This design comes from an exercise in tuning for small area, a short achievable clock period and few clock cycles on the open sky130 flow, not from production work.
Only simulation tests tie the RTL to the original design; equivalence was not proved.
No activity file was given, so power comes from the tool's default toggle rates.

==> design/flow/design.v <==
module CHIP(
    input         clk, rst_n ,
    output       mem_wen_D  ,   
    output [31:0] mem_addr_D ,   
    output [31:0] mem_wdata_D,   
    input  [31:0] mem_rdata_D,   
    output [31:0] mem_addr_I ,   
    input  [31:0] mem_rdata_I   
);
    wire jalr, jal, branch, mem2reg, mem_write, alu_src, reg_write;
    wire [31:0] inst;
    wire [31:0] m2r_mux_out;  
    reg [31:0] registers [0:31];
    wire [31:0] read_data_2, write_data;
    wire signed [31:0] read_data_1;
    wire [3:0] alu_ctrl;
    wire signed [31:0] alu_input_2;
    reg [31:0] pc, alu_out;
    wire [31:0] pc_next, pc_a4;
    wire signed [31:0] imm_gen_out;
    assign inst = {mem_rdata_I[7:0], mem_rdata_I[15:8], mem_rdata_I[23:16], mem_rdata_I[31:24]};
    assign mem_wen_D = mem_write;
    assign mem_addr_D = alu_out;
    assign mem_wdata_D = {read_data_2[7:0], read_data_2[15:8], read_data_2[23:16], read_data_2[31:24]};
    assign mem_addr_I = pc;
    assign jal  = inst[2] & inst[3];
    assign jalr = inst[2] & (!inst[3]);
    assign branch = inst[6] & (!inst[2]);
    assign mem2reg = !inst[5];
    assign mem_write = (!inst[6]) & inst[5] & (!inst[4]);
    assign alu_src = inst[4] | (inst[6] & (!inst[2]));
    assign reg_write = inst[4] | inst[2] | (!inst[5]);
    assign m2r_mux_out = mem2reg? {mem_rdata_D[7:0], mem_rdata_D[15:8], mem_rdata_D[23:16], mem_rdata_D[31:24]} : alu_out;
    assign imm_gen_out[12:0] = inst[5]?
                                inst[3]?
                                    {inst[12], inst[20], inst[30:21], 1'b0}
                                : inst[6]?
                                    inst[2]?
                                        {inst[31], inst[31:20]}
                                    : {inst[31], inst[7], inst[30:25], inst[11:8], 1'b0}
                                : {inst[31], inst[31:25], inst[11:7]}
                            : {inst[31], inst[31:20]};
    assign imm_gen_out[20:13] = inst[3]? {inst[31], inst[19:13]} : {8{imm_gen_out[12]}};
    assign imm_gen_out[31:21] = {11{imm_gen_out[20]}};
    assign alu_ctrl[0] = inst[4] & inst[14] & inst[13] & (!inst[12]);
    assign alu_ctrl[1] = !(inst[4] & (!inst[3]) & inst[13]);
    assign alu_ctrl[2] = ( (!inst[4]) & (!inst[13]) ) | ( inst[30] & inst[4] );
    assign alu_ctrl[3] = inst[4] & (!inst[14]) & inst[13];
    assign write_data = (jal | jalr)? pc_a4 : m2r_mux_out;
    assign read_data_1 = registers[inst[19:15]];
    assign read_data_2 = registers[inst[24:20]];
    assign alu_input_2 = alu_src? read_data_2 : imm_gen_out;  
    always @(*) begin
        case (alu_ctrl)
            4'b0000: alu_out = read_data_1 & alu_input_2;
            4'b0001: alu_out = read_data_1 | alu_input_2;
            4'b0010: alu_out = read_data_1 + alu_input_2;
            4'b0110: alu_out = read_data_1 - alu_input_2;
            4'b1000: alu_out = (read_data_1 < alu_input_2)? 1 : 0;
            default: alu_out = 0;
        endcase
    end 
    assign pc_a4 = pc + 4;
    assign pc_next = jalr? (imm_gen_out + (read_data_1))
                        : ( (branch & (alu_out == 0)) | jal )? (imm_gen_out + pc) : pc_a4;
    integer i;
    always @(posedge clk) begin
        if (rst_n == 0) begin
            pc <= 0;
            for (i=1; i<32; i=i+1) begin
                registers[i] <= 0;
            end
        end else begin
            pc <= pc_next;
            if (reg_write) begin
                registers[inst[11:7]] <= write_data;
            end
        end
        registers[0] <= 0;
    end
endmodule
==> design/flow/run.sh <==
#!/bin/bash
# synth_recipe.tcl (not shown) runs the flow's synth.tcl, then flattens the netlist and writes it again
# the make line also repeats each setting of config.mk as NAME=value (left out here)
make -C /OpenROAD-flow-scripts/flow DESIGN_CONFIG=/design/flow/config.mk WORK_HOME=/design/flow/orfs CLKGATE_MAP_FILE= SYNTH_SCRIPT=/design/flow/synth_recipe.tcl finish
==> design/flow/config.mk <==
export PLATFORM = sky130hd
export DESIGN_NAME = CHIP
export DESIGN_NICKNAME = CHIP
export VERILOG_FILES = /design/flow/design.v
export SDC_FILE = /design/flow/constraint.sdc
export NUM_CORES = 4
export LEC_CHECK = 0
export CAP_MARGIN = 20
export CORE_MARGIN = 2
export CORE_UTILIZATION = 40
export SLEW_MARGIN = 20
==> design/flow/constraint.sdc <==
create_clock -name core_clock -period 10.5 [get_ports {clk}]
set_input_delay 2.1000 -clock core_clock [delete_from_list [all_inputs] [get_ports {clk}]]
set_output_delay 2.1000 -clock core_clock [all_outputs]
set_load 0.01 [all_outputs]
==> summary.txt <==
* Final HPWL DP: 152000 um
- Overall routed net length: 239000 um
* Top FF cell, synth: edfxtp_1
- Post-synth ARST share: 0
- Slack of the worst reg-to-reg path: 3.22 ns
- Number of antenna violations at the first check in global routing: 16
- TritonCTS Sinks: 1056
- For this run, the top clock speed supported by timing is 97.7 MHz.
* Initial detailed-routing violation count: 6377
- Number of enable-type register cells in the synthesized netlist: 992
* Inst Count DP: 6976
- The critical path runs through a total of 20 cells.
- The later pin in the worst-skew pair is clocked with a latency of 0.78 ns.
- Critical path data arrival time: 8.14 ns
- Remaining routing DRC violations: 0
- The number of hold violations in the final report is 0.
- The initial utilization of the core area, before any placement, comes to 0.404.
- Relative slew margins: 0.320
* Max_cap viols: 0
- Counting the buffers created by CTS gives 114.
- The worst register-to-register path ends at pc[21].
- Wire length per cell: 33.2 um
- Power density over the cells: 173 mW/mm^2
- Pleak: 26.2 nW
- In this run the standard cell core region covers 0.154 mm^2.
- The startpoint identified for the worst register-to-register timing path is registers[19][4].
- Number of unique standard cell types used by synthesis: 89
- Hold Crit Depth: 2
- CP Max Fanout: 26
- Non-filler cells, final: 7197
- Global routing finished with a remaining overflow of 0.
* DP Worst Slack: 0.296 ns
* Maximum resistive drop on vdd: 0.147 mV
* Worst Hold Endpoint: pc[0]
- The worst path in the final design needs a cycle of 10.24 ns, including I/O delays and setup.
* Result of the run: complete, no violations
- Global Route Usage Sum: 0.299
- Setup violations remaining at the end of the flow were counted as 0.
- In this run the number of H-tree levels came out at 3.
- The floorplan step defined a die boundary enclosing 0.159 mm^2.
* Category of the most critical setup path: in2out
* Fraction of the cycle the final worst path needs: 0.975
* Largest incremental delay on the critical path: 0.51 ns
- STA classifies the critical path startpoint as a primary input.
* Count of input and output buffers: 160
- Together, buffers and inverters on the worst path number 6.
- From left edge to right edge, the die measures 399 um.
* Number of optimization iterations in the first detailed-route pass: 6
- After synthesis the cells add up to 0.0623 mm^2.
- The clock passes through at most 3 buffers.
- At the end of routability-driven placement, the weighted congestion stood at 1.00.
- Final-stage net count: 5278
- Worst Hold Margin: 0.608 ns
- Relative to the synthesized area, the layout overhead comes to 15.6%.
* Slew @ Worst Pin: 0.994 ns
- Of the total synthesized cell area, the portion taken by full adders, half adders and majority gates is 0.0334.
- Traced cell by cell, the critical path runs through buf_8, buf_12, buf_4, mux4_2, mux4_2, mux2_2, o21ai_0, ha_1, nor2_1, o21ai_0, and3_1, o21ai_0, o21ai_1, a21oi_1, a41oi_1, or3_1, a32oi_1, buf_4, inv_1, clkdlybuf4s50_1.
- Synth Area in Compound Gates: 0.0665
- In the routed layout, each cell is associated on average with a via count of 6.42.
* Min-Delay Startpoint: pc[0]
- Number of global-route vias before repair: 45.8k
- In this run the worst hold path is classified as reg2reg.
- Entering global routing, the biggest net connects 67 pins.
- Synthesized area per cell: 12.8 um^2
- Crit path from: mem_rdata_I[12]
- FF+latch count, synth: 1056
* Number of core rows: 144
- Post-route setup TNS: 0 ns
- Ports: 163
- Part of the Yosys area used for sequential elements: 0.499
- First-pass GRT wire length: 336000 um
* Crit path top cell by count: o21ai_0
* Setup repair after global routing missed its margin: no
- The count of nets left with antenna violations once routing finished came out at 0.
- Gate count of the mapped netlist: 4856
- CTS tree: yes
- CTS placed an instance of clkbuf_16 at the clock tree root.
* Most frequent standard cell in the layout excluding fill and tap cells: nor2_1
* Max Transition Viols Final: 0
* Mux contribution to synthesized area: 0.247
- R2R depth: 22
* Utilization after layout: 0.467
- Total via count in the routed design: 46.2k
- Among cell families on the critical path, the largest total delay comes from compound AO/OA/AOI/OAI gates.
* WP data required: 8.40 ns
- Number of synthesis warnings: 1
- In the final layout, the share of cells above drive strength 1 is 0.253.
- Of the total synthesized cell area, the portion taken by XOR and XNOR cells is 0.0128.
- The worst setup path is captured at an output port.
* Clock transition at path regs: 0.07 ns
* Largest clock skew in the final design: 0.0508 ns
- Combinational family with the most area after synthesis: multiplexers
- Die Span Y: 399 um
- In the layout the commonest cells are nor2_1, edfxtp_1, mux4_2, buf_4, a21oi_1.
- For this design, the slowest cell found on the critical path is mux4_2.
- Of the total synthesized cell area, the portion taken by AND, OR, NAND and NOR gates is 0.107.
- Once the clock tree was built, the setup fixing pass inserted 0 buffers.
* Smallest setup slack after layout: 0.263 ns
-- area by class of cell --
cell class	instances	area, um^2
inverters	151	567
multi-input cells	3253	29500
repair buffers	472	4310
diodes	9	22.5
clock buffers	145	3030
clock inverters	67	953
well taps	2044	2560
flip-flops and latches	1056	31100
fillers	13600	82400
-- repair_timing --
action / CTS / global route
gates resized for setup: 0 / 1
setup endpoints to repair: 0 / 1
hold buffers: 0 / 0
-- flip-flops by register name, summed over array words and instances (netlist names) --
register,flops
pc,32
registers,1024
-- worst min-delay path: cells and delay by family (launching register included) --
family / cells / cell delay [ns]
DFF: 1 / 0.41
and+or+nand+nor: 1 / 0.10
AOI/OAI and AO/OA: 1 / 0.06
-- through the flow --
stage	area, um^2	power (mW)
after floorplan	62400	6.80
after global placement	68000	8.18
after detailed placement	68000	8.20
after CTS	72000	12.4
after global routing	72000	12.8
final	72100	12.5
-- metal layers --
layer  vias up  global-route usage  wire length, um
li1      18900                   -                -
met1     23500               0.370            83600
met2      3119               0.485           113000
met3       704              0.0752            28000
met4        14               0.157            14300
met5         -                   0               85
-- power breakdown --
| group | switching (mW) | total (mW) | internal (mW) |
|---|---|---|---|
| Sequential | 0.107 | 4.88 | 4.78 |
| Combinational | 2.03 | 3.30 | 1.27 |
| Clock | 1.81 | 4.29 | 2.48 |
-- synthesized netlist by cell type, types with 11 or more instances --
cell type	count	share of area
a221oi_1	12	0.0017
a21oi_1	194	0.016
dfxtp_1	64	0.021
and3_1	25	0.0025
nand2b_1	21	0.0021
nor2b_1	27	0.0027
mux2_2	30	0.0054
inv_1	148	0.0089
clkbuf_1	343	0.021
mux4_2	640	0.23
xor2_1	38	0.0053
ha_1	160	0.032
o211ai_1	19	0.0023
o21a_1	14	0.0017
or3_1	11	0.0011
a31oi_1	23	0.0023
o21bai_1	17	0.0020
buf_1	74	0.0045
nor2_1	1166	0.070
a211oi_1	34	0.0041
mux2i_1	61	0.0098
o221ai_1	16	0.0022
xnor2_1	53	0.0074
nor3_1	50	0.0040
nand3_1	50	0.0040
o21ai_0	108	0.0087
a21o_1	41	0.0049
nand4_1	12	0.0012
nand2_1	199	0.012
edfxtp_1	992	0.48
o31ai_1	19	0.0023
-- how the worst max path moves through the flow --
stage / end
3_5_place_dp: mem_addr_D[26]
5_1_grt: mem_addr_D[26]
3_3_place_gp: mem_addr_D[26]
2_1_floorplan: mem_addr_D[31]
6_report: mem_addr_D[26]
4_1_cts: mem_addr_D[26]
-- cells by family after synthesis --
| group | after synthesis |
|---|---|
| muxes | 731 |
| xor gates and xnor gates | 91 |
| adders and majority gates | 164 |
| buffers and inverters | 578 |
| other | 1 |
| AOI/OAI and AO/OA | 620 |
| and+or+nand+nor | 1615 |
| DFF | 1056 |
Testbench counts, summed over its fixed seeds: cycles 16,554.

==> separate check: timing with driven ports <==
No port has a modelled driver above. Below, the same layout with a new extraction and two added sets of constraints.
Step 1, drivers: a clkbuf_16 drives clk and a buf_2 each remaining input, both assumed.
Step 2 moves the port delays by t, midway between the first and last clock arrival at a register: inputs arrive t later, outputs are due t later. That takes back most of the time a late clock gives input paths.
Slacks: ideal / step 1 / step 2; pairs: ideal / step 1.
t (ns): 0.832
slack for setup (ns): 0.263 / 0.211 / 0.211
worst hold slack (ns): 0.608 / 0.608 / 0.608
worst setup path after step 2: input to output
cell pins on the clock port's net: 1
After both steps this run still meets setup and hold. For this run, drivers alone change the setup slack by -0.052 ns; drivers and shift together by -0.052 ns.
